What follows belongs to an exercise in optimizing a design on an open flow for small area, a short achievable clock period and few clock cycles per item; a production flow would make more cautious choices.
At most, simulation tests tie the RTL to the original design; equivalence was not proved.
Function not checked in run 6: the RTL went through the layout flow alone.

## flow/design.v (module list and top-level ports; edited modules follow where they fit)
// module aes_sbox_n: 161 lines
// module subbytes: 18 lines
// module shiftrows_addkey: 134 lines
// module mixcolumns_addkey: 593 lines
// module g_xor2: 1 lines
// module g_xnor2: 1 lines
// module g_nand2: 1 lines
// module g_nor2: 1 lines
// module g_nand2b: 1 lines
// module g_mux2i: 1 lines
// module g_inv: 1 lines
// module g_nand3: 1 lines
// module g_nand4: 1 lines
// module mux128_n: 135 lines
// module aes_inmux: 272 lines
// module aes_datapath: 12 lines
// module key_expansion: 246 lines
// module key_sbox: 6 lines
// module aes_controller: 19 lines
// module aes_top: 46 lines
module aes_top (
    input          clk,
    input          rst_n,
    input          start,
    input  [127:0] plaintext,
    input  [127:0] cipher_key,
    output [127:0] ciphertext,
    output         done
);
  // ...
==> flow/flow/run.sh <==
#!/bin/bash
# The standard layout (standard.sh) with two changes:
#  - every input and output port gets a buf_1 as its port buffer instead of
#    the default clkdlybuf4s50_1;
#  - no timing repair at floorplan (REMOVE_ABC_BUFFERS=1): its wire-load
#    estimates are pessimistic; timing is repaired after placement instead.
set -euo pipefail
bash standard.sh "BUFFER_PORTS_ARGS=-buffer_cell sky130_fd_sc_hd__buf_1" \
  REMOVE_ABC_BUFFERS=1 finish > layout.log 2>&1
==> flow/standard.sh <==
#!/bin/bash
# synth_recipe.tcl (not shown) runs the flow's synth.tcl, then flattens the netlist and writes it again
# the make line also repeats each setting of config.mk as NAME=value (left out here)
make -C /OpenROAD-flow-scripts/flow DESIGN_CONFIG=/design/flow/config.mk WORK_HOME=/design/flow/orfs CLKGATE_MAP_FILE= SYNTH_SCRIPT=/design/flow/synth_recipe.tcl "${@:-finish}"
==> flow/config.mk <==
export PLATFORM = sky130hd
export DESIGN_NAME = aes_top
export DESIGN_NICKNAME = aes_top
export VERILOG_FILES = /design/flow/design.v
export SDC_FILE = /design/flow/constraint.sdc
export NUM_CORES = 8
export LEC_CHECK = 0
export ABC_AREA = 0
export CAP_MARGIN = 20
export CORE_MARGIN = 2
export CORE_UTILIZATION = 40
export CTS_CLUSTER_DIAMETER = 80
export CTS_CLUSTER_SIZE = 40
export PLACE_DENSITY = 0.8
export SETUP_SLACK_MARGIN = 1.25
export SLEW_MARGIN = 20
export SYNTH_HIERARCHICAL = 1
export SYNTH_MINIMUM_KEEP_SIZE = 0
==> flow/constraint.sdc <==
create_clock -name core_clock -period 7.0 [get_ports {clk}]
set_input_delay 1.4000 -clock core_clock [delete_from_list [all_inputs] [get_ports {clk}]]
set_output_delay 1.4000 -clock core_clock [all_outputs]
set_load 0.01 [all_outputs]
==> results.yml, run 1 <==
min_path:
  hold_end: "rc[6]"
  min_from: "rc[5]"
  holdPathStages: 1
layout:
  clockNetworkAreaShare_pct: 2.02
  seqCellArea_um2: 5800
  nets: 5375
  n_clock_buffer: 28
  diodes: 1
  multi_input_area_share_pct: 74.6
  final_cell_mix: "xor2_1, xnor2_1, nor2_1"
  sh_seq_area_pct: 13.3
  multi_input_area_um2: 32600
worst_setup_path:
  crit_path_end_kind: "flop"
  reg2reg_depth: 20
  cpPeakStageDelay_ns: 0.57
  cp-endpoint: "r_q[93]"
  slowest_stage: "dfxtp_1"
route:
  routed_wl_um: 145000
  m1WireLength_um: 60800
yosys:
  synth-simple-area-share_pct: 15.3
  synth-async-reset-ratio_pct: 8.90
  synth-seq-area-share_pct: 15.4
  synth_top_area_cell: "xor2_1"
  synthCells: 4561
  synth_top_family_by_area: "XOR/XNOR gates"
  synth_fa_ha_area_share_pct: 0
  yosysMostFrequentCell: "xor2_1"
  synth_edf_count: 0
clock_tree:
  holdBufCountCts: 0
run_status:
  status: "timing/DRC/antenna clean"
grt:
  antenna_found_initial: 3
  met1_usage_pct: 37.9
floorplanning:
  n_tap_cell: 1254
  initial_core_util_pct: 40.3
sta:
  max_freq_mhz: 179
Testbench counts, summed over its fixed seeds: cycles 5,632, blocks 512.
==> run 2, diff against run 1 <==
==> flow/flow/run.sh (replaced) <==
#!/bin/bash
# The standard layout (standard.sh) with three changes:
#  - every input and output port gets a buf_1 as its port buffer instead of
#    the default clkdlybuf4s50_1;
#  - no timing repair at floorplan (REMOVE_ABC_BUFFERS=1): its wire-load
#    estimates are pessimistic; timing is repaired after placement instead;
#  - clock tree synthesis without dummy loads.
set -euo pipefail
bash standard.sh "BUFFER_PORTS_ARGS=-buffer_cell sky130_fd_sc_hd__buf_1" \
  REMOVE_ABC_BUFFERS=1 \
  "CTS_ARGS=-sink_clustering_enable -repair_clock_nets -sink_clustering_size 40 -sink_clustering_max_diameter 80 -dont_use_dummy_load" \
  finish > layout.log 2>&1
--- a/flow/config.mk
+++ b/flow/config.mk
@@ -12,7 +12,7 @@
 export CTS_CLUSTER_DIAMETER = 80
 export CTS_CLUSTER_SIZE = 40
 export PLACE_DENSITY = 0.8
-export SETUP_SLACK_MARGIN = 1.25
+export SETUP_SLACK_MARGIN = 1.5
 export SLEW_MARGIN = 20
 export SYNTH_HIERARCHICAL = 1
 export SYNTH_MINIMUM_KEEP_SIZE = 0
==> run 2 against run 1 <==
Against the previous run: still clean on timing, DRC and antenna; critical path depth did not move; synthesized cell count is the same; clock skew rose by 0.046 ns; global-route usage is 0.070 points higher; setup slack better by 0.086 ns; sequential share of layout area down 0.33 points; synthesized area unchanged.
==> results.yml, run 2 <==
sta:
  totalNegativeSetupSlack_ns: 0
  relSlewSlack_pct: 30.3
  setup_violations: 0
  slew_viol_final: 0
  skew_ns: 0.0823
  rsz0062_at_grt: "true"
  hold_viol_final: 0
  worstMarginPinSlew_ns: 1.05
  max_freq_mhz: 182
  min_period_ns: 5.51
  finalCritPeriodShare_pct: 78.7
layout:
  diodes: 0
  nets: 5435
  n_fill_cell: 8847
  final_cell_mix: "xor2_1, nor2_1, xnor2_1"
  reg.largest.list: "k_q (128), r_q (128), idle (16)"
  drive_gt1_share_pct: 10.9
  synthToLayoutAreaGrowth_pct: 20.1
  final_common_cell: "xor2_1"
worst_setup_path:
  startpoint_type: "flop"
  critical_path_required_ns: 7.52
  cpPeakStageDelay_ns: 0.57
  crit_path_end_kind: "flop"
  cp.arrival_ns: 6.02
  critPathMaxFanout: 9
  worstSetupPathType: "reg -> reg"
  crit_chain: "xor2_1 > xor2_1 > xor2_1 > mux2i_1 > xor2_2 > buf_4 > buf_4 > xnor2_2 > xor2_1 > xor2_1 > xor2_1 > xor2_2 > inv_1 > nand2_1 > nand4_1 > nor2_1 > xor2_2 > xor2_1 > xor2_1 > xor2_1"
  critPathBufInv: 3
  slowest_stage: "dfxtp_1"
  cpMostUsedCell: "xor2_1"
  critPathTopFamily: "XOR/XNOR gates"
clock_tree:
  insertion_delay_ns: 0.60
  cts_buffers: 24
  clockBufferDepth: 3
  htreeDepth: 1
  cts.sinks: 281
  path_clk_slew_ns: 0.09
  cts_tree: "built"
  cts-root-buf: "clkbuf_16"
grt:
  antenna_found_initial: 2
  grt.total_usage_pct: 28.3
  grt_pass1_vias: 32467
  grt-ovfl-total: 0
  grt_pass1_wl_um: 207000
  grt_max_degree: 26
floorplanning:
  ios: 388
  die_y_um: 311
  die-width_um: 311
  dieArea_um2: 96500
  core_area_um2: 93200
  rows: 112
  initial_core_util_pct: 40.3
place:
  place.port_buffers: 387
  place_hpwl_um: 122000
  place_congestion: 1.01
route:
  firstDrtPassIters: 5
  drc: 0
  drt_iter0_drc: 3660
  avgViaCountPerCell: 5.40
  wl_per_cell_um: 22.9
  vias: 34704
  ant_nets: 0
  routed_wl_um: 147000
yosys:
  synth-seq-area-share_pct: 15.4
  netlist.area_leader.share_pct: 48.5
  ys_top_cells_by_area: "xor2_1, dfxtp_1, xnor2_1, mux2i_1, nand3_1"
  synth_area_um2: 37600
  ys_types: 19
  avgSynthCellArea_um2: 8.24
  yosys_warnings: 7
  synth_top_area_cell: "xor2_1"
  synthTopCellsByCount: "xor2_1, xnor2_1, nor2_1"
  yosysMostFrequentCell: "xor2_1"
  synthCells: 4561
  ys.flop_type: "dfxtp_1"
  ys_ff_latch: 281
  synth_edf_count: 0
  synth-async-reset-ratio_pct: 8.90
flow_run:
  maxCapViolCount: 0
run_status:
  status: "timing/DRC/antenna clean"
min_path:
  hp-class: "reg -> reg"
[run 2: timing repair]
item                                    CTS  global route
hold endpoints to repair                  0             0
setup buffers                             0            71
hold buffers                              0             0
pin swaps                                 0            43
resized for setup                       101           280
cloned                                    0             0
endpoints found under the setup margin  218           255
[run 2: layout make-up]
type / instances / area [µm²] / area share, %
flip-flops and latches: 281 / 5840 / 12.9
clock buffers: 24 / 601 / 1.33
well taps: 1254 / 1570 / 3.48
inverters: 81 / 304 / 0.673
multi-input cells: 4195 / 33800 / 74.9
repair buffers: 593 / 3020 / 6.68
[run 2: routing by layer]
| layer | vias to the layer above | wire, µm | share of wire (%) | GRT usage [%] |
|---|---|---|---|---|
| met3 | 356 | 13800 | 9.3 | 5.09 |
| met2 | 2022 | 63500 | 43 | 43.4 |
| met5 | - | 13 | 0.0088 | 0 |
| met1 | 16532 | 61400 | 42 | 38.2 |
| met4 | 2 | 8660 | 5.9 | 13.5 |
| li1 | 15792 | - | - | - |
[run 2: worst register-to-register path: stages, from the launching register on]
cell and delay, ns:
dfxtp_1 0.57, xor2_1 0.38, xor2_1 0.24, xor2_1 0.55
mux2i_1 0.29, xor2_2 0.21, buf_4 0.17, buf_4 0.14
xnor2_2 0.26, xor2_1 0.21, xor2_1 0.18, xor2_1 0.27
xor2_2 0.27, inv_1 0.20, nand2_1 0.15, nand4_1 0.15
nor2_1 0.27, xor2_2 0.30, xor2_1 0.23, xor2_1 0.19
xor2_1 0.17
[run 2: cell families after synthesis]
logic type             after synthesis  synth area share (%)
XOR/XNOR                          2631                  61.3
AND/OR/NAND/NOR                   1292                  15.3
flip-flops                         281                  15.4
multiplexers                       271                  7.21
buffers and inverters               85                 0.862
AO/OA/AOI/OAI                        1                0.0200
[run 2: through the flow]
step           util (%)  cells  area [µm²]  hold slack (ns)  setup WS (ns)
6_report           48.4   6428       45100            0.577           1.49
5_1_grt            48.4   6428       45100            0.596           1.26
4_1_cts            46.0   6357       42900            0.574           1.50
3_5_place_dp       44.7   6333       41600            0.563          0.626
3_3_place_gp       44.7   6333       41600            0.557          0.615
2_1_floorplan         -   4557       37600            0.546           1.31
[run 2: worst paths after layout]
kind | slack (ns) | end | cells past startpoint | from
worst max-delay path | 1.49 | r_q[7] | 20 | r_q[115]
worst min-delay path | 0.58 | rc[6] | 1 | rc[5]
worst max register to register | 1.49 | r_q[7] | 20 | r_q[115]
worst min register to register | 0.58 | rc[6] | 1 | rc[5]
max in group asynchronous | 5.38 | rc[4] | 1 | rst_n
min in group asynchronous | 0.97 | rc[1] | 1 | rst_n
[run 2: Yosys stat by module, one instance, submodules excluded, excerpt]
| module | times used | flops+latches |
|---|---|---|
| g_mux2i | 256 | 0 |
| g_xor2 | 2084 | 0 |
| g_nand3 | 480 | 0 |
| aes_top | 1 | 281 |
| g_nand4 | 100 | 0 |
| g_xnor2 | 544 | 0 |
| g_nor2 | 520 | 0 |
| g_nand2 | 180 | 0 |
| g_inv | 80 | 0 |
| aes_controller | 1 | 0 |
==> run 3, diff against run 2 <==
--- a/flow/config.mk
+++ b/flow/config.mk
@@ -12,7 +12,7 @@
 export CTS_CLUSTER_DIAMETER = 80
 export CTS_CLUSTER_SIZE = 40
 export PLACE_DENSITY = 0.8
-export SETUP_SLACK_MARGIN = 1.5
+export SETUP_SLACK_MARGIN = 1.0
 export SLEW_MARGIN = 20
 export SYNTH_HIERARCHICAL = 1
 export SYNTH_MINIMUM_KEEP_SIZE = 0
==> run 3 against run 2 <==
Against the previous run: count of clock-buffer cells in the layout is the same; clock skew shrank 0.0063 ns; non-clock buffer count shrank 71; critical endpoint is now r_q[63]; highest routed layer unchanged.
==> results.yml, run 3 <==
route:
  wl_per_cell_um: 22.6
  firstDrtPassIters: 6
  routed_wl_um: 144000
  drt_iter0_drc: 3487
  drc: 0
  ant_nets: 0
  vias: 33968
  avgViaCountPerCell: 5.34
floorplanning:
  ios: 388
  initial_core_util_pct: 40.3
  die-width_um: 311
  die_y_um: 311
  rows: 112
  dieArea_um2: 96500
  core_area_um2: 93200
place:
  placed_area_um2: 41600
  post-place-cells: 6333
  place_hpwl_um: 122000
  place.port_buffers: 387
  place_congestion: 1.01
clock_tree:
  cts_buffers: 24
  htreeDepth: 1
  holdBufCountCts: 0
  cts.sinks: 281
  path_clk_slew_ns: 0.07
  cts_setup_buffers: 0
  cts-root-buf: "clkbuf_16"
  cts_tree: "built"
  ctsResizeCount: 3
  clockBufferDepth: 3
  insertion_delay_ns: 0.59
worst_setup_path:
  critPathMaxFanout: 10
  startpoint_type: "flop"
  crit_path_end_kind: "flop"
  cp.arrival_ns: 6.22
  critical_path_required_ns: 7.45
  worstSetupPathType: "reg -> reg"
sta:
  setup_violations: 0
  slew_viol_final: 0
  finalCritPeriodShare_pct: 82.5
  skew_ns: 0.0760
  worstMarginPinSlew_ns: 1.07
  hold_viol_final: 0
  max_freq_mhz: 173
  totalNegativeSetupSlack_ns: 0
  relSlewSlack_pct: 28.4
  min_period_ns: 5.78
  rsz0062_at_grt: "true"
layout:
  reg.largest.list: "k_q (128), r_q (128), idle (16)"
  final_cell_mix: "xor2_1, xnor2_1, nor2_1"
  drive_gt1_share_pct: 4.88
  n_fill_cell: 9188
  final_core_util_pct: 45.9
  fin_cells: 6358
  synthToLayoutAreaGrowth_pct: 13.6
  final_common_cell: "xor2_1"
  design_area_um2: 42700
  nets: 5364
min_path:
  hp-class: "reg -> reg"
yosys:
  synthCells: 4561
  synth-seq-area-share_pct: 15.4
  synth-simple-area-share_pct: 15.3
  ys_types: 19
  synth_compound_area_share_pct: 0.0200
  avgSynthCellArea_um2: 8.24
  ys.flop_type: "dfxtp_1"
  ys_top_cells_by_area: "xor2_1, dfxtp_1, xnor2_1, mux2i_1, nand3_1"
  yosysMostFrequentCell: "xor2_1"
  yosys_warnings: 7
  synth_top_area_cell: "xor2_1"
  synth_fa_ha_area_share_pct: 0
  synth_mux_area_share_pct: 7.21
  synth_top_family_by_area: "XOR/XNOR gates"
  synthTopCellsByCount: "xor2_1, xnor2_1, nor2_1"
  synth-async-reset-ratio_pct: 8.90
  ys_ff_latch: 281
  netlist.area_leader.share_pct: 48.5
  synth_edf_count: 0
  synth_area_um2: 37600
  synth_xor_area_share_pct: 61.3
grt:
  grt_pass1_vias: 32340
  grt.total_usage_pct: 28.1
  grt-ovfl-total: 0
  antenna_found_initial: 3
  grt_pass1_wl_um: 205000
  grt_max_degree: 26
flow_run:
  maxCapViolCount: 0
run_status:
  status: "timing/DRC/antenna clean"
-- run 3: cell count changes in the layout (fill, tap and decap cells not counted), sizes merged --
cell,before,now
buf,589,521
clkbuf,28,25
diode,0,1
-- run 3: modules after synthesis (local to each module, per instance), excerpt --
module          cells  flops+latches
aes_top           281            281
aes_controller     36              0
g_mux2i             1              0
g_xnor2             1              0
g_xor2              1              0
g_nand4             1              0
g_nand3             1              0
g_inv               1              0
g_nand2             1              0
g_nor2              1              0
-- run 3: cells by family (layout without fill, tap and decap cells) --
group	after synthesis	after routing
AOI/OAI and AO/OA	1	1
and+or+nand+nor	1292	1292
DFF	281	281
xor gates and xnor gates	2631	2631
other	0	1
buffers and inverters	85	627
muxes	271	271
-- run 3: per-stage QoR --
step                      hold WS (ns)  worst slack, ns
final                            0.580             1.22
after floorplan                  0.546             1.31
after CTS                        0.574             1.00
after global placement           0.557            0.615
after detailed placement         0.563            0.626
after global routing             0.596            0.908
-- run 3: per-layer routing --
metal | global-route usage (%) | up-vias | routed length [µm]
li1 | - | 15717 | -
met1 | 38.1 | 15993 | 61100
met2 | 43.3 | 1924 | 61400
met3 | 5.02 | 332 | 13200
met4 | 12.8 | 2 | 7940
met5 | 0 | - | 13
-- run 3: layout make-up --
cell class / instances / area, µm² / share of cell area, %
multi-input combinational: 4195 / 32000 / 74.9
sequential: 281 / 5780 / 13.5
clock buffer: 24 / 601 / 1.41
timing repair buffer: 522 / 2480 / 5.80
inverter: 81 / 304 / 0.712
tap: 1254 / 1570 / 3.67
antenna: 1 / 2.50 / 0.00586
-- run 3: worst paths after layout --
kind / from / to / slack [ns] / cells after the start
max: r_q[71] / r_q[63] / 1.22 / 20
min in group asynchronous: rst_n / rc[1] / 1.00 / 1
max in group asynchronous: rst_n / rc[7] / 5.35 / 1
max reg2reg: r_q[71] / r_q[63] / 1.22 / 20
min reg2reg: rc[5] / rc[6] / 0.58 / 1
min: rc[5] / rc[6] / 0.58 / 1
-- run 3: worst max-delay path: stages (launching register included) --
cell and delay (ns):
dfxtp_1 0.63, xor2_2 0.44, xor2_1 0.23, xor2_1 0.27, mux2i_1 0.24, xnor2_2 0.38
xor2_1 0.49, xor2_1 0.33, nor2_1 0.10, xor2_1 0.27, xor2_1 0.20, xor2_1 0.16
buf_4 0.17, inv_1 0.16, nand2_1 0.15, nand4_1 0.19, nor2_1 0.24, xor2_1 0.44
xor2_1 0.21, xor2_1 0.20, xor2_1 0.15
==> run 4, diff against run 3 <==
--- a/flow/config.mk
+++ b/flow/config.mk
@@ -12,7 +12,7 @@
 export CTS_CLUSTER_DIAMETER = 80
 export CTS_CLUSTER_SIZE = 40
 export PLACE_DENSITY = 0.8
-export SETUP_SLACK_MARGIN = 1.0
+export SETUP_SLACK_MARGIN = 1.25
 export SLEW_MARGIN = 20
 export SYNTH_HIERARCHICAL = 1
 export SYNTH_MINIMUM_KEEP_SIZE = 0
==> run 4 against run 3 <==
Against the previous run: still clean; global-route usage grew 0.051 points; critical path depth shrank 2; routed wire length grew 0.78%; final cell count grew 0.22%; setup slack gained 0.22 ns; maximum frequency grew 3.9%; count of clock-buffer cells in the layout is the same.
==> results.yml, run 4 <==
yosys:
  synth_area_um2: 37600
  synth_top_area_cell: "xor2_1"
  synthTopCellsByCount: "xor2_1, xnor2_1, nor2_1"
  ys_top_cells_by_area: "xor2_1, dfxtp_1, xnor2_1, mux2i_1, nand3_1"
  synth_edf_count: 0
  synth-seq-area-share_pct: 15.4
  synth-async-reset-ratio_pct: 8.90
  ys.flop_type: "dfxtp_1"
  yosys_warnings: 7
  avgSynthCellArea_um2: 8.24
  ys_ff_latch: 281
  yosysMostFrequentCell: "xor2_1"
  synthCells: 4561
  netlist.area_leader.share_pct: 48.5
  ys_types: 19
layout:
  synthToLayoutAreaGrowth_pct: 15.6
  final_common_cell: "xor2_1"
  final_core_util_pct: 46.6
  final_cell_mix: "xor2_1, xnor2_1, nor2_1"
  drive_gt1_share_pct: 7.04
  nets: 5377
  fin_cells: 6372
  reg.largest.list: "k_q (128), r_q (128), idle (16)"
worst_setup_path:
  critical_path_required_ns: 7.51
  crit_chain: "xor2_1 > xor2_1 > xor2_1 > mux2i_1 > xor2_1 > xnor2_2 > nor2_1 > xor2_1 > xor2_1 > xor2_2 > inv_1 > nand2_1 > nand4_1 > nor2_1 > xor2_2 > xor2_1 > xor2_1 > xor2_1"
  slowest_stage: "dfxtp_1"
  cp.arrival_ns: 6.07
  cpMostUsedCell: "xor2_1"
  startpoint_type: "flop"
  cpPeakStageDelay_ns: 0.60
  critPathMaxFanout: 9
  critPathTopFamily: "XOR/XNOR gates"
  worstSetupPathType: "reg -> reg"
  critPathBufInv: 1
  crit_path_end_kind: "flop"
floorplanning:
  rows: 112
  die-width_um: 311
  initial_core_util_pct: 40.3
  die_y_um: 311
  core_area_um2: 93200
  ios: 388
  dieArea_um2: 96500
grt:
  antenna_found_initial: 3
  grt_pass1_wl_um: 206000
  grt_pass1_vias: 32392
  grt_max_degree: 26
  grt.total_usage_pct: 28.2
  grt-ovfl-total: 0
sta:
  min_period_ns: 5.56
  skew_ns: 0.0754
  max_freq_mhz: 180
  worstMarginPinSlew_ns: 1.06
  rsz0062_at_grt: "true"
  finalCritPeriodShare_pct: 79.4
  totalNegativeSetupSlack_ns: 0
  hold_viol_final: 0
  holdWs_ns: 0.579
  relSlewSlack_pct: 29.2
  setup_violations: 0
  slew_viol_final: 0
place:
  place.port_buffers: 387
  post-place-cells: 6333
  place_hpwl_um: 122000
  place_congestion: 1.01
clock_tree:
  clockBufferDepth: 3
  insertion_delay_ns: 0.59
  cts.sinks: 281
  path_clk_slew_ns: 0.08
  cts_tree: "built"
  cts_buffers: 24
  htreeDepth: 1
  cts-root-buf: "clkbuf_16"
  holdBufCountCts: 0
route:
  drt_iter0_drc: 3651
  firstDrtPassIters: 6
  vias: 34048
  routed_wl_um: 145000
  avgViaCountPerCell: 5.34
  drc: 0
  ant_nets: 0
  wl_per_cell_um: 22.7
min_path:
  hp-class: "reg -> reg"
flow_run:
  maxCapViolCount: 0
run_status:
  status: "timing/DRC/antenna clean"
-- run 4: final timing paths --
check                        start      to  slack [ns]  depth (start not counted)
max                        r_q[74]  r_q[7]        1.44                         18
max in group asynchronous    rst_n   rc[7]        5.36                          1
min in group asynchronous    rst_n   rc[1]        1.00                          1
min reg2reg                  rc[5]   rc[6]        0.58                          1
max reg2reg                r_q[74]  r_q[7]        1.44                         18
min                          rc[5]   rc[6]        0.58                          1
-- run 4: cell families (layout without fill, tap and decap cells) --
logic type / count (synthesis) / after routing / synth area share, %
AOI/OAI and AO/OA: 1 / 1 / 0.0200
xor gates and xnor gates: 2631 / 2631 / 61.3
buffers and inverters: 85 / 640 / 0.862
DFF: 281 / 281 / 15.4
muxes: 271 / 271 / 7.21
other: 0 / 2 / 0
and+or+nand+nor: 1292 / 1292 / 15.3
-- run 4: stage by stage --
stage	worst slack [ns]	area [µm²]
finish	1.44	43500
global route	1.20	43500
CTS	1.24	42500
detailed placement	0.626	41600
global placement	0.615	41600
floorplan	1.31	37600
-- run 4: modules after synthesis, one instance, submodules excluded, excerpt --
module          cells  flip-flops and latches
aes_controller     36                       0
aes_top           281                     281
g_inv               1                       0
g_mux2i             1                       0
g_nand2             1                       0
g_nand3             1                       0
g_nand4             1                       0
g_nor2              1                       0
g_xnor2             1                       0
g_xor2              1                       0
-- run 4: what timing repair did --
action                     in CTS  in global routing
hold endpoints to repair        0                  0
pin swaps                       0                  7
resized for setup              33                150
setup endpoints to repair      70                240
setup buffers                   0                 13
-- run 4: area by class of cell --
class	instances	area [µm²]
Clock buffer	24	601
Fill cell	9075	49700
Multi-Input combinational cell	4195	32600
Timing Repair Buffer	535	2580
Inverter	81	304
Tap cell	1254	1570
Antenna cell	2	5.00
Sequential cell	281	5800
-- run 4: worst register-to-register path: cells and delay by family (launching register included) --
family	cells	cell delay, ns
xor gates and xnor gates	12	3.46
and+or+nand+nor	4	0.86
DFF	1	0.60
muxes	1	0.33
buffers and inverters	1	0.25
-- run 4: metal layers --
layer / track usage, % / vias up / wire length, µm
met3: 5.03 / 346 / 13300
met1: 38.2 / 16142 / 61100
li1: - / 15717 / -
met4: 13.3 / 2 / 8520
met5: 0 / - / 13
met2: 43.2 / 1841 / 61800
==> run 5, diff against run 4 <==
--- a/flow/config.mk
+++ b/flow/config.mk
@@ -11,6 +11,7 @@
 export CORE_UTILIZATION = 40
 export CTS_CLUSTER_DIAMETER = 80
 export CTS_CLUSTER_SIZE = 40
+export GPL_TIMING_DRIVEN = 0
 export PLACE_DENSITY = 0.8
 export SETUP_SLACK_MARGIN = 1.25
 export SLEW_MARGIN = 20
==> run 5 against run 4 <==
Against the previous run: still clean on timing, DRC and antenna; setup slack lost 0.17 ns; global-route usage shrank 0.16 points.
==> results.yml, run 5 <==
run_status:
  status: "timing/DRC/antenna clean"
route:
  firstDrtPassIters: 6
  avgViaCountPerCell: 5.43
  ant_nets: 0
  vias: 34433
  drc: 0
  drt_iter0_drc: 4097
  wl_per_cell_um: 23.0
  routed_wl_um: 146000
worst_setup_path:
  worstSetupPathType: "in -> reg"
  startpoint_type: "primary input"
  worst_r2r_startpoint: "r_q[80]"
  cp.arrival_ns: 6.20
  critical_path_required_ns: 7.47
  startpoint: "cipher_key[65]"
  critPathMaxFanout: 10
  crit_path_end_kind: "flop"
clock_tree:
  holdBufCountCts: 0
  cts-root-buf: "clkbuf_16"
  cts_buffers: 24
  clockBufferDepth: 3
  cts_tree: "built"
  htreeDepth: 1
  path_clk_slew_ns: 0.09
  cts.sinks: 281
  insertion_delay_ns: 0.59
sta:
  hold_viol_final: 0
  skew_ns: 0.0609
  fin_ws_ns: 1.27
  worstMarginPinSlew_ns: 1.03
  max_freq_mhz: 174
  relSlewSlack_pct: 31.6
  min_period_ns: 5.73
  slew_viol_final: 0
  setup_violations: 0
  rsz0062_at_grt: "true"
  totalNegativeSetupSlack_ns: 0
  finalCritPeriodShare_pct: 81.9
yosys:
  netlist.area_leader.share_pct: 48.5
  ys_ff_latch: 281
  synth-seq-area-share_pct: 15.4
  yosys_warnings: 7
  synthCells: 4561
  ys_top_cells_by_area: "xor2_1, dfxtp_1, xnor2_1, mux2i_1, nand3_1"
  synth_area_um2: 37600
  synthTopCellsByCount: "xor2_1, xnor2_1, nor2_1"
  synth_top_area_cell: "xor2_1"
  ys.flop_type: "dfxtp_1"
  yosysMostFrequentCell: "xor2_1"
  synth-async-reset-ratio_pct: 8.90
  synth_edf_count: 0
  ys_types: 19
  avgSynthCellArea_um2: 8.24
grt:
  grt_use_met2_pct: 43.6
  busiest_layer: "met2"
  met1_usage_pct: 37.6
  grt_pass1_wl_um: 204000
  grt_max_degree: 25
  grt-ovfl-total: 0
  grt.total_usage_pct: 28.0
  grt_pass1_vias: 32290
  antenna_found_initial: 6
  met3_usage_pct: 5.99
floorplanning:
  die-width_um: 311
  ios: 388
  rows: 112
  initial_core_util_pct: 40.3
  dieArea_um2: 96500
  die_y_um: 311
  core_area_um2: 93200
layout:
  nets: 5347
  reg.largest.list: "k_q (128), r_q (128), idle (16)"
  fin_cells: 6343
  design_area_um2: 45400
  final_common_cell: "xor2_1"
  final_cell_mix: "xor2_1, nor2_1, nand3_1"
  synthToLayoutAreaGrowth_pct: 20.6
  drive_gt1_share_pct: 11.0
place:
  place_hpwl_um: 119000
  place_ws_ns: -0.557
  post-place-cells: 6199
  place.port_buffers: 387
  placed_area_um2: 40700
  place_congestion: 1.01
min_path:
  hp-class: "reg -> reg"
  min_from: "rc[1]"
flow_run:
  maxCapViolCount: 0
==> run 5: cell counts after synthesis <==
Identical to the previous run, type by type.
==> run 5: final cells by class <==
class / count / area, µm²
Tap cell: 1254 / 1570
Multi-Input combinational cell: 4195 / 34700
Inverter: 81 / 304
Sequential cell: 281 / 5810
Antenna cell: 3 / 7.51
Clock buffer: 24 / 601
Timing Repair Buffer: 505 / 2380
Fill cell: 8771 / 47800
==> run 5: path summary, 6_finish.rpt <==
| kind | to | slack, ns | cells past startpoint |
|---|---|---|---|
| setup / recovery | r_q[66] | 1.27 | 19 |
| hold / removal | rc[2] | 0.58 | 1 |
| setup reg to reg | r_q[116] | 1.39 | 19 |
| hold reg to reg | rc[2] | 0.58 | 1 |
| max in group asynchronous | idle[6] | 5.71 | 2 |
| min in group asynchronous | rc[1] | 0.72 | 1 |
==> run 5: stage by stage <==
stage	hold slack, ns	utilization, %
after floorplan	0.546	-
after global placement	0.560	43.6
after detailed placement	0.568	43.6
after CTS	0.565	45.9
after global routing	0.580	48.7
final	0.576	48.7
==> run 5: per-layer routing <==
layer | up-vias | share of wire, %
met5 | - | 0.018
met4 | 4 | 5.0
met3 | 312 | 11
met2 | 2099 | 44
met1 | 16443 | 40
li1 | 15575 | -
==> run 5: worst max-delay path, stage by stage <==
cell and delay, ns:
buf_1 0.31, xor2_2 0.41, mux2i_4 0.20, xor2_4 0.31, xor2_4 0.27, xor2_1 0.29, nor2_1 0.12, xor2_2 0.27
xor2_1 0.28, xor2_2 0.31, inv_1 0.23, nand3_1 0.19, nand3_1 0.10, nor2_1 0.24, nor2_1 0.15, xor2_1 0.21
xnor2_2 0.34, xor2_1 0.22, xor2_1 0.35
==> run 5: modules after synthesis, one instance, submodules excluded, excerpt <==
| module | cells | copies in the design | flops+latches | cell area, µm² |
|---|---|---|---|---|
| g_nand4 | 1 | 100 | 0 | 6.26 |
| g_inv | 1 | 80 | 0 | 3.75 |
| aes_controller | 36 | 1 | 0 | 293 |
| g_xor2 | 1 | 2084 | 0 | 8.76 |
| g_nor2 | 1 | 520 | 0 | 3.75 |
| g_xnor2 | 1 | 544 | 0 | 8.76 |
==> run 5: cell families after synthesis <==
family	Yosys count	share of synthesized area, %
XOR/XNOR	2631	61.3
AND/OR/NAND/NOR	1292	15.3
flip-flops	281	15.4
multiplexers	271	7.21
buffers and inverters	85	0.862
AO/OA/AOI/OAI	1	0.0200
==> run 5: timing repair <==
item                                    4_1_cts  5_1_grt
buffers inserted                             23       94
pin swaps                                    16       49
gates resized for setup                     193      278
endpoints found under the setup margin      252      254
gates cloned                                  0        0
==> module aes_sbox_n, before the edit <==
module aes_sbox_n(
    input [7:0] a,
    output [7:0] y
);
  wire n1, n2, n3, n4, n5, n6, n7, n8, n9, n10, n11, n12, n13, n14, n15, n16;
  wire n17, n18, n19, n20, n21, n22, n23, n24, n25, n26, n27, n28, n29, n30, n31, n32;
  wire n33, n34, n35, n36, n37, n38, n39, n40, n41, n42, n43, n44, n45, n46, n47, n48;
  wire n49, n50, n51, n52, n53, n54, n55, n56, n57, n58, n59, n60, n61, n62, n63, n64;
  wire n65, n66, n67, n68, n69, n70, n71, n72, n73, n74, n75, n76, n77, n78, n79, n80;
  wire n81, n82, n83, n84, n85, n86, n87, n88, n89, n90, n91, n92, n93, n94, n95, n96;
  wire n97, n98, n99, n100, n101, n102, n103, n104, n105, n106, n107, n108, n109, n110, n111, n112;
  wire n113, n114, n115, n116, n117, n118, n119, n120, n121, n122, n123, n124, n125, n126, n127, n128;
  wire n129, n130, n131, n132, n133, n134, n135, n136, n137, n138, n139;
  g_xnor2 un1 (.a(a[7]), .b(a[4]), .y(n1));
  g_xnor2 un2 (.a(a[7]), .b(a[2]), .y(n2));
  g_xnor2 un3 (.a(a[7]), .b(a[1]), .y(n3));
  g_xor2 un4 (.a(a[4]), .b(a[2]), .y(n4));
  g_xor2 un5 (.a(a[3]), .b(a[1]), .y(n5));
  g_xor2 un6 (.a(n1), .b(n5), .y(n6));
  g_xor2 un7 (.a(a[6]), .b(a[5]), .y(n7));
  g_xnor2 un8 (.a(a[0]), .b(n6), .y(n8));
  g_xor2 un9 (.a(a[0]), .b(n7), .y(n9));
  g_xor2 un10 (.a(n6), .b(n7), .y(n10));
  g_xor2 un11 (.a(a[6]), .b(a[2]), .y(n11));
  g_xor2 un12 (.a(a[5]), .b(a[2]), .y(n12));
  g_xor2 un13 (.a(n3), .b(n4), .y(n13));
  g_xnor2 un14 (.a(n6), .b(n11), .y(n14));
  g_xnor2 un15 (.a(n5), .b(n11), .y(n15));
  g_xnor2 un16 (.a(n5), .b(n12), .y(n16));
  g_xnor2 un17 (.a(n9), .b(n16), .y(n17));
  g_xor2 un18 (.a(a[4]), .b(a[0]), .y(n18));
  g_xnor2 un19 (.a(n7), .b(n18), .y(n19));
  g_xnor2 un20 (.a(n1), .b(n19), .y(n20));
  g_xor2 un21 (.a(a[1]), .b(a[0]), .y(n21));
  g_xnor2 un22 (.a(n7), .b(n21), .y(n22));
  g_xnor2 un23 (.a(n2), .b(n22), .y(n23));
  g_xor2 un24 (.a(n2), .b(n10), .y(n24));
  g_xor2 un25 (.a(n20), .b(n17), .y(n25));
  g_xor2 un26 (.a(n3), .b(n16), .y(n26));
  g_xnor2 un27 (.a(n1), .b(n12), .y(n27));
  g_nor2 un28 (.a(n13), .b(n6), .y(n28));
  g_nor2 un29 (.a(n23), .b(n8), .y(n29));
  g_xor2 un30 (.a(n14), .b(n28), .y(n30));
  g_nor2 un31 (.a(n19), .b(a[0]), .y(n31));
  g_xor2 un32 (.a(n31), .b(n28), .y(n32));
  g_nor2 un33 (.a(n3), .b(n16), .y(n33));
  g_nor2 un34 (.a(n22), .b(n9), .y(n34));
  g_xor2 un35 (.a(n26), .b(n33), .y(n35));
  g_nor2 un36 (.a(n20), .b(n17), .y(n36));
  g_xor2 un37 (.a(n36), .b(n33), .y(n37));
  g_nor2 un38 (.a(n1), .b(n15), .y(n38));
  g_nand2 un39 (.a(n4), .b(n27), .y(n39));
  g_xnor2 un40 (.a(n39), .b(n38), .y(n40));
  g_nor2 un41 (.a(n2), .b(n10), .y(n41));
  g_xor2 un42 (.a(n41), .b(n38), .y(n42));
  g_xor2 un43 (.a(n30), .b(n29), .y(n43));
  g_xor2 un44 (.a(n32), .b(n24), .y(n44));
  g_xor2 un45 (.a(n35), .b(n34), .y(n45));
  g_xor2 un46 (.a(n37), .b(n42), .y(n46));
  g_xor2 un47 (.a(n43), .b(n40), .y(n47));
  g_xor2 un48 (.a(n44), .b(n42), .y(n48));
  g_xor2 un49 (.a(n45), .b(n40), .y(n49));
  g_xor2 un50 (.a(n46), .b(n25), .y(n50));
  g_inv un51 (.a(n47), .y(n51));
  g_inv un52 (.a(n48), .y(n52));
  g_inv un53 (.a(n49), .y(n53));
  g_inv un54 (.a(n50), .y(n54));
  g_nand3 un55 (.a(n52), .b(n53), .c(n54), .y(n55));
  g_nand3 un56 (.a(n52), .b(n49), .c(n50), .y(n56));
  g_nand2 un57 (.a(n51), .b(n50), .y(n57));
  g_nand2 un58 (.a(n51), .b(n52), .y(n58));
  g_nand4 un59 (.a(n55), .b(n56), .c(n57), .d(n58), .y(n59));
  g_nand3 un60 (.a(n52), .b(n49), .c(n54), .y(n60));
  g_nand3 un61 (.a(n47), .b(n53), .c(n50), .y(n61));
  g_nand3 un62 (.a(n47), .b(n48), .c(n53), .y(n62));
  g_nand4 un63 (.a(n60), .b(n61), .c(n58), .d(n62), .y(n63));
  g_nand2 un64 (.a(n53), .b(n54), .y(n64));
  g_nand2 un65 (.a(n48), .b(n53), .y(n65));
  g_nand3 un66 (.a(n51), .b(n52), .c(n54), .y(n66));
  g_nand3 un67 (.a(n47), .b(n48), .c(n54), .y(n67));
  g_nand4 un68 (.a(n64), .b(n65), .c(n66), .d(n67), .y(n68));
  g_nand3 un69 (.a(n51), .b(n49), .c(n50), .y(n69));
  g_nand3 un70 (.a(n47), .b(n52), .c(n54), .y(n70));
  g_nand3 un71 (.a(n51), .b(n48), .c(n49), .y(n71));
  g_nand4 un72 (.a(n64), .b(n69), .c(n70), .d(n71), .y(n72));
  g_nand3 un73 (.a(n52), .b(n53), .c(n50), .y(n73));
  g_nand3 un74 (.a(n51), .b(n49), .c(n54), .y(n74));
  g_nand3 un75 (.a(n51), .b(n48), .c(n54), .y(n75));
  g_nand3 un76 (.a(n47), .b(n52), .c(n53), .y(n76));
  g_nand3 un77 (.a(n73), .b(n74), .c(n61), .y(n77));
  g_nand3 un78 (.a(n75), .b(n71), .c(n76), .y(n78));
  g_nor2 un79 (.a(n77), .b(n78), .y(n79));
  g_nand3 un80 (.a(n48), .b(n53), .c(n54), .y(n80));
  g_nand3 un81 (.a(n51), .b(n52), .c(n50), .y(n81));
  g_nand3 un82 (.a(n56), .b(n80), .c(n69), .y(n82));
  g_nand3 un83 (.a(n81), .b(n67), .c(n62), .y(n83));
  g_nor2 un84 (.a(n82), .b(n83), .y(n84));
  g_nand2 un85 (.a(n51), .b(n54), .y(n85));
  g_nand3 un86 (.a(n47), .b(n48), .c(n49), .y(n86));
  g_nand3 un87 (.a(n85), .b(n58), .c(n86), .y(n87));
  g_nand2 un88 (.a(n52), .b(n53), .y(n88));
  g_nand3 un89 (.a(n47), .b(n49), .c(n50), .y(n89));
  g_nand3 un90 (.a(n64), .b(n88), .c(n89), .y(n90));
  g_nand4 un91 (.a(n56), .b(n74), .c(n67), .d(n76), .y(n91));
  g_nor2 un92 (.a(n90), .b(n6), .y(n92));
  g_nor2 un93 (.a(n72), .b(n8), .y(n93));
  g_nor2 un94 (.a(n68), .b(a[0]), .y(n94));
  g_nor2 un95 (.a(n87), .b(n16), .y(n95));
  g_nor2 un96 (.a(n63), .b(n9), .y(n96));
  g_nor2 un97 (.a(n59), .b(n17), .y(n97));
  g_nor2 un98 (.a(n84), .b(n15), .y(n98));
  g_nand2 un99 (.a(n91), .b(n27), .y(n99));
  g_nor2 un100 (.a(n79), .b(n10), .y(n100));
  g_nor2 un101 (.a(n90), .b(n13), .y(n101));
  g_nor2 un102 (.a(n72), .b(n23), .y(n102));
  g_nor2 un103 (.a(n68), .b(n19), .y(n103));
  g_nor2 un104 (.a(n87), .b(n3), .y(n104));
  g_nor2 un105 (.a(n63), .b(n22), .y(n105));
  g_nor2 un106 (.a(n59), .b(n20), .y(n106));
  g_nor2 un107 (.a(n84), .b(n1), .y(n107));
  g_nand2 un108 (.a(n91), .b(n4), .y(n108));
  g_nor2 un109 (.a(n79), .b(n2), .y(n109));
  g_xnor2 un110 (.a(n107), .b(n108), .y(n110));
  g_xor2 un111 (.a(n96), .b(n102), .y(n111));
  g_xor2 un112 (.a(n92), .b(n94), .y(n112));
  g_xor2 un113 (.a(n93), .b(n101), .y(n113));
  g_xor2 un114 (.a(n100), .b(n104), .y(n114));
  g_xor2 un115 (.a(n95), .b(n107), .y(n115));
  g_xnor2 un116 (.a(n108), .b(n115), .y(n116));
  g_xor2 un117 (.a(n92), .b(n113), .y(n117));
  g_xor2 un118 (.a(n97), .b(n105), .y(n118));
  g_xnor2 un119 (.a(n98), .b(n99), .y(n119));
  g_xnor2 un120 (.a(n99), .b(n114), .y(n120));
  g_xor2 un121 (.a(n106), .b(n112), .y(n121));
  g_xor2 un122 (.a(n94), .b(n97), .y(n122));
  g_xor2 un123 (.a(n96), .b(n110), .y(n123));
  g_xor2 un124 (.a(n98), .b(n107), .y(n124));
  g_xor2 un125 (.a(n101), .b(n111), .y(n125));
  g_xor2 un126 (.a(n102), .b(n110), .y(n126));
  g_xor2 un127 (.a(n103), .b(n111), .y(n127));
  g_xor2 un128 (.a(n104), .b(n118), .y(n128));
  g_xor2 un129 (.a(n109), .b(n114), .y(n129));
  g_xor2 un130 (.a(n110), .b(n111), .y(n130));
  g_xor2 un131 (.a(n111), .b(n117), .y(n131));
  g_xor2 un132 (.a(n113), .b(n122), .y(n132));
  g_xor2 un133 (.a(n128), .b(n112), .y(n133));
  g_xor2 un134 (.a(n125), .b(n119), .y(n134));
  g_xor2 un135 (.a(n116), .b(n120), .y(n135));
  g_xor2 un136 (.a(n117), .b(n119), .y(n136));
  g_xor2 un137 (.a(n118), .b(n120), .y(n137));
  g_xor2 un138 (.a(n121), .b(n124), .y(n138));
  g_xor2 un139 (.a(n121), .b(n127), .y(n139));
  g_xor2 un140 (.a(n116), .b(n134), .y(y[7]));
  g_xnor2 un141 (.a(n126), .b(n136), .y(y[6]));
  g_xnor2 un142 (.a(n129), .b(n138), .y(y[5]));
  g_xor2 un143 (.a(n116), .b(n131), .y(y[4]));
  g_xor2 un144 (.a(n130), .b(n132), .y(y[3]));
  g_xor2 un145 (.a(n135), .b(n139), .y(y[2]));
  g_xnor2 un146 (.a(n123), .b(n137), .y(y[1]));
  g_xnor2 un147 (.a(n116), .b(n133), .y(y[0]));
endmodule
==> run 6, diff against run 5 <==
--- a/flow/design.v
+++ b/flow/design.v
@@ -58,48 +58,48 @@
   g_xor2 un45 (.a(n35), .b(n34), .y(n45));
   g_xor2 un46 (.a(n37), .b(n42), .y(n46));
   g_xor2 un47 (.a(n43), .b(n40), .y(n47));
-  g_xor2 un48 (.a(n44), .b(n42), .y(n48));
-  g_xor2 un49 (.a(n45), .b(n40), .y(n49));
-  g_xor2 un50 (.a(n46), .b(n25), .y(n50));
-  g_inv un51 (.a(n47), .y(n51));
-  g_inv un52 (.a(n48), .y(n52));
-  g_inv un53 (.a(n49), .y(n53));
-  g_inv un54 (.a(n50), .y(n54));
-  g_nand3 un55 (.a(n52), .b(n53), .c(n54), .y(n55));
-  g_nand3 un56 (.a(n52), .b(n49), .c(n50), .y(n56));
-  g_nand2 un57 (.a(n51), .b(n50), .y(n57));
-  g_nand2 un58 (.a(n51), .b(n52), .y(n58));
+  g_xnor2 un48 (.a(n43), .b(n40), .y(n48));
+  g_xor2 un49 (.a(n44), .b(n42), .y(n49));
+  g_xnor2 un50 (.a(n44), .b(n42), .y(n50));
+  g_xor2 un51 (.a(n45), .b(n40), .y(n51));
+  g_xnor2 un52 (.a(n45), .b(n40), .y(n52));
+  g_xor2 un53 (.a(n46), .b(n25), .y(n53));
+  g_xnor2 un54 (.a(n46), .b(n25), .y(n54));
+  g_nand3 un55 (.a(n50), .b(n52), .c(n54), .y(n55));
+  g_nand3 un56 (.a(n50), .b(n51), .c(n53), .y(n56));
+  g_nand2 un57 (.a(n48), .b(n53), .y(n57));
+  g_nand2 un58 (.a(n48), .b(n50), .y(n58));
   g_nand4 un59 (.a(n55), .b(n56), .c(n57), .d(n58), .y(n59));
-  g_nand3 un60 (.a(n52), .b(n49), .c(n54), .y(n60));
-  g_nand3 un61 (.a(n47), .b(n53), .c(n50), .y(n61));
-  g_nand3 un62 (.a(n47), .b(n48), .c(n53), .y(n62));
+  g_nand3 un60 (.a(n50), .b(n51), .c(n54), .y(n60));
+  g_nand3 un61 (.a(n47), .b(n52), .c(n53), .y(n61));
+  g_nand3 un62 (.a(n47), .b(n49), .c(n52), .y(n62));
   g_nand4 un63 (.a(n60), .b(n61), .c(n58), .d(n62), .y(n63));
-  g_nand2 un64 (.a(n53), .b(n54), .y(n64));
-  g_nand2 un65 (.a(n48), .b(n53), .y(n65));
-  g_nand3 un66 (.a(n51), .b(n52), .c(n54), .y(n66));
-  g_nand3 un67 (.a(n47), .b(n48), .c(n54), .y(n67));
+  g_nand2 un64 (.a(n52), .b(n54), .y(n64));
+  g_nand2 un65 (.a(n49), .b(n52), .y(n65));
+  g_nand3 un66 (.a(n48), .b(n50), .c(n54), .y(n66));
+  g_nand3 un67 (.a(n47), .b(n49), .c(n54), .y(n67));
   g_nand4 un68 (.a(n64), .b(n65), .c(n66), .d(n67), .y(n68));
-  g_nand3 un69 (.a(n51), .b(n49), .c(n50), .y(n69));
-  g_nand3 un70 (.a(n47), .b(n52), .c(n54), .y(n70));
-  g_nand3 un71 (.a(n51), .b(n48), .c(n49), .y(n71));
+  g_nand3 un69 (.a(n48), .b(n51), .c(n53), .y(n69));
+  g_nand3 un70 (.a(n47), .b(n50), .c(n54), .y(n70));
+  g_nand3 un71 (.a(n48), .b(n49), .c(n51), .y(n71));
   g_nand4 un72 (.a(n64), .b(n69), .c(n70), .d(n71), .y(n72));
-  g_nand3 un73 (.a(n52), .b(n53), .c(n50), .y(n73));
-  g_nand3 un74 (.a(n51), .b(n49), .c(n54), .y(n74));
-  g_nand3 un75 (.a(n51), .b(n48), .c(n54), .y(n75));
-  g_nand3 un76 (.a(n47), .b(n52), .c(n53), .y(n76));
+  g_nand3 un73 (.a(n50), .b(n52), .c(n53), .y(n73));
+  g_nand3 un74 (.a(n48), .b(n51), .c(n54), .y(n74));
+  g_nand3 un75 (.a(n48), .b(n49), .c(n54), .y(n75));
+  g_nand3 un76 (.a(n47), .b(n50), .c(n52), .y(n76));
   g_nand3 un77 (.a(n73), .b(n74), .c(n61), .y(n77));
   g_nand3 un78 (.a(n75), .b(n71), .c(n76), .y(n78));
   g_nor2 un79 (.a(n77), .b(n78), .y(n79));
-  g_nand3 un80 (.a(n48), .b(n53), .c(n54), .y(n80));
-  g_nand3 un81 (.a(n51), .b(n52), .c(n50), .y(n81));
+  g_nand3 un80 (.a(n49), .b(n52), .c(n54), .y(n80));
+  g_nand3 un81 (.a(n48), .b(n50), .c(n53), .y(n81));
   g_nand3 un82 (.a(n56), .b(n80), .c(n69), .y(n82));
   g_nand3 un83 (.a(n81), .b(n67), .c(n62), .y(n83));
   g_nor2 un84 (.a(n82), .b(n83), .y(n84));
-  g_nand2 un85 (.a(n51), .b(n54), .y(n85));
-  g_nand3 un86 (.a(n47), .b(n48), .c(n49), .y(n86));
+  g_nand2 un85 (.a(n48), .b(n54), .y(n85));
+  g_nand3 un86 (.a(n47), .b(n49), .c(n51), .y(n86));
   g_nand3 un87 (.a(n85), .b(n58), .c(n86), .y(n87));
-  g_nand2 un88 (.a(n52), .b(n53), .y(n88));
-  g_nand3 un89 (.a(n47), .b(n49), .c(n50), .y(n89));
+  g_nand2 un88 (.a(n50), .b(n52), .y(n88));
+  g_nand3 un89 (.a(n47), .b(n51), .c(n53), .y(n89));
   g_nand3 un90 (.a(n64), .b(n88), .c(n89), .y(n90));
   g_nand4 un91 (.a(n56), .b(n74), .c(n67), .d(n76), .y(n91));
   g_nor2 un92 (.a(n90), .b(n6), .y(n92));
==> flow/flow/run.sh (replaced) <==
#!/bin/bash
# The standard layout (standard.sh) with two changes:
#  - every input and output port gets a buf_1 as its port buffer instead of
#    the default clkdlybuf4s50_1;
#  - no timing repair at floorplan (REMOVE_ABC_BUFFERS=1): its wire-load
#    estimates are pessimistic; timing is repaired after placement instead.
set -euo pipefail
bash standard.sh "BUFFER_PORTS_ARGS=-buffer_cell sky130_fd_sc_hd__buf_1" \
  REMOVE_ABC_BUFFERS=1 finish > layout.log 2>&1
--- a/flow/config.mk
+++ b/flow/config.mk
@@ -9,9 +9,6 @@
 export CAP_MARGIN = 20
 export CORE_MARGIN = 2
 export CORE_UTILIZATION = 40
-export CTS_CLUSTER_DIAMETER = 80
-export CTS_CLUSTER_SIZE = 40
-export GPL_TIMING_DRIVEN = 0
 export PLACE_DENSITY = 0.8
 export SETUP_SLACK_MARGIN = 1.25
 export SLEW_MARGIN = 20
==> run 6 against run 5 <==
Against the previous run: critical endpoint is now r_q[79]; critical path type is now reg -> reg; via count is 1.9% higher; utilization is 1.4 points lower; cell area decreased by 1.5%.
==> results.yml, run 6 <==
clock_tree:
  path_clk_slew_ns: 0.06
  insertion_delay_ns: 0.57
  cts_buffers: 35
  cts.sinks: 281
  clockBufferDepth: 3
  cts_tree: "built"
  holdBufCountCts: 0
  htreeDepth: 2
  cts-root-buf: "clkbuf_16"
sta:
  skew_ns: 0.0270
  worstMarginPinSlew_ns: 1.03
  holdWs_ns: 0.572
  rsz0062_at_grt: "true"
  slew_viol_final: 0
  totalNegativeSetupSlack_ns: 0
  min_period_ns: 5.62
  relSlewSlack_pct: 30.9
  setup_violations: 0
  finalCritPeriodShare_pct: 80.2
  hold_viol_final: 0
  max_freq_mhz: 178
worst_setup_path:
  critPathBufInv: 0
  critPathTopFamily: "XOR/XNOR gates"
  slowest_stage: "mux2i_1"
  worstSetupPathType: "reg -> reg"
  cp.arrival_ns: 6.02
  startpoint_type: "flop"
  critical_path_required_ns: 7.40
  crit_chain: "xor2_2 > xor2_1 > xor2_1 > mux2i_1 > xnor2_2 > xor2_2 > xor2_1 > nor2_1 > xor2_2 > xor2_2 > xor2_2 > nand3_1 > nand4_1 > nor2_1 > xor2_2 > xor2_1 > xor2_1 > xor2_1"
  critPathMaxFanout: 7
  worst_r2r_startpoint: "r_q[95]"
  startpoint: "r_q[95]"
  cpPeakStageDelay_ns: 0.64
  crit_path_end_kind: "flop"
yosys:
  synthTopCellsByCount: "xor2_1, xnor2_1, nor2_1"
  ys_top_cells_by_area: "xor2_1, xnor2_1, dfxtp_1, mux2i_1, nand3_1"
  synth-seq-area-share_pct: 15.2
  synth_edf_count: 0
  ys_types: 19
  ys_ff_latch: 281
  avgSynthCellArea_um2: 8.33
  synth-async-reset-ratio_pct: 8.90
  ys.flop_type: "dfxtp_1"
  synth_top_area_cell: "xor2_1"
  yosys_warnings: 7
  synth_area_um2: 38000
  synthCells: 4561
  yosysMostFrequentCell: "xor2_1"
  netlist.area_leader.share_pct: 48.0
grt:
  grt.total_usage_pct: 29.5
  grt-ovfl-total: 0
  grt_max_degree: 26
  grt_pass1_wl_um: 215000
  grt_pass1_vias: 33189
  antenna_found_initial: 15
flow_run:
  maxCapViolCount: 0
layout:
  synthToLayoutAreaGrowth_pct: 17.6
  design_area_um2: 44700
  drive_gt1_share_pct: 8.01
  final_common_cell: "xor2_1"
  nets: 5362
  final_cell_mix: "xor2_1, xnor2_1, nor2_1"
  reg.largest.list: "k_q (128), r_q (128), idle (16)"
floorplanning:
  ios: 388
  die_y_um: 312
  core_area_um2: 94600
  rows: 113
  initial_core_util_pct: 40.2
  dieArea_um2: 97500
  die-width_um: 312
route:
  routed_wl_um: 153000
  wl_per_cell_um: 24.0
  vias: 35092
  firstDrtPassIters: 6
  drc: 0
  avgViaCountPerCell: 5.49
  ant_nets: 0
  drt_iter0_drc: 4504
place:
  place_congestion: 1.04
  placed_area_um2: 41800
  place_hpwl_um: 129000
  place.port_buffers: 387
run_status:
  status: "timing/DRC/antenna clean"
min_path:
  min_from: "rc[4]"
  hp-class: "reg -> reg"
[run 6: changes by cell type in the layout (fill, tap and decap cells not counted), moves of 30 or more]
cell and change:
mux2i_2 -30, xnor2_1 +101, xor2_1 +90, inv_1 -80, mux2i_1 +53, xor2_2 -67
[run 6: worst paths after layout]
check / to / slack, ns / cells past startpoint
min in group asynchronous: rc[6] / 0.99 / 1
setup / recovery: r_q[79] / 1.38 / 18
hold / removal: rc[5] / 0.57 / 1
setup reg to reg: r_q[79] / 1.38 / 18
hold reg to reg: rc[5] / 0.57 / 1
max in group asynchronous: rc[1] / 5.42 / 1
[run 6: final cells by class]
class	instances	area, µm²
multi-input cells	4275	33800
clock inverters	18	188
diodes	1	2.50
well taps	1265	1580
fillers	9049	49900
flip-flops and latches	281	5790
inverters	1	3.75
clock buffers	44	950
repair buffers	509	2370
[run 6: modules after synthesis, one instance, submodules excluded, excerpt]
module / flops+latches / cells / copies in the design
g_nand4: 0 / 1 / 100
g_xor2: 0 / 1 / 2084
g_nand2: 0 / 1 / 180
g_nor2: 0 / 1 / 520
aes_top: 281 / 281 / 1
g_mux2i: 0 / 1 / 256
aes_controller: 0 / 36 / 1
g_nand3: 0 / 1 / 480
g_xnor2: 0 / 1 / 624
[run 6: cells by family after synthesis]
logic type	after synthesis	share of synthesized area, %
compound gates	1	0.0198
xor+xnor	2711	62.5
simple gates	1292	15.1
buf+inv	5	0.0626
mux	271	7.14
flops	281	15.2
[run 6: routing by layer]
layer,global-route usage [%],wire length (µm),vias up
li1,-,-,15765
met1,39.1,61600,16661
met2,45.6,66300,2246
met3,7.70,18200,394
met4,11.4,7040,26
met5,0,186,-
[run 6: stage by stage]
step                      std cells  setup WS (ns)  util [%]
after detailed placement       6307          0.516      44.1
final                          6394           1.38      47.2
after global routing           6393           1.07      47.2
after CTS                      6369           1.14      45.8
after floorplan                4557           1.39         -
after global placement         6307          0.554      44.1
[run 6: repair_timing]
item                                    in CTS  in global routing
pin swaps                                    0                 23
buffers inserted                             0                 24
gates resized for setup                     60                176
endpoints found under the setup margin     108                237

[static timing again, ports no longer ideal]
The flow's constraints put no driver on any port. The routed layouts listed below were extracted and timed again, unchanged, in two steps. Step 1 (the two cells are an assumption about what drives the block):
set clk [get_ports {clk}]
set_driving_cell -lib_cell sky130_fd_sc_hd__clkbuf_16 $clk
set_driving_cell -lib_cell sky130_fd_sc_hd__buf_2 [delete_from_list [all_inputs] $clk]
Step 2 moves the port delays by t, midway between the first and last clock arrival at a register: inputs arrive t later, outputs are due t later. That takes back most of the time a late clock gives input paths. Slacks: ideal / step 1 / step 2; pairs: ideal / step 1.
run | t, ns | setup WS [ns] | hold slack, ns
run 1 | 0.649 | 1.407 / 1.407 / 0.808 | 0.579 / 0.579 / 0.579
run 2 | 0.627 | 1.493 / 1.493 / 1.007 | 0.577 / 0.577 / 0.577
run 3 | 0.620 | 1.223 / 1.223 / 0.712 | 0.580 / 0.580 / 0.580
run 4 | 0.621 | 1.439 / 1.439 / 0.870 | 0.579 / 0.579 / 0.579
run 5 | 0.631 | 1.268 / 1.315 / 0.684 | 0.576 / 0.576 / 0.576
run 6 | 0.619 | 1.384 / 1.384 / 0.823 | 0.572 / 0.572 / 0.572
After both steps setup and hold are still met in every run listed. The setup slack of run 1, which loses most, moves by 0.000 ns with the drivers and by -0.599 ns with both steps.
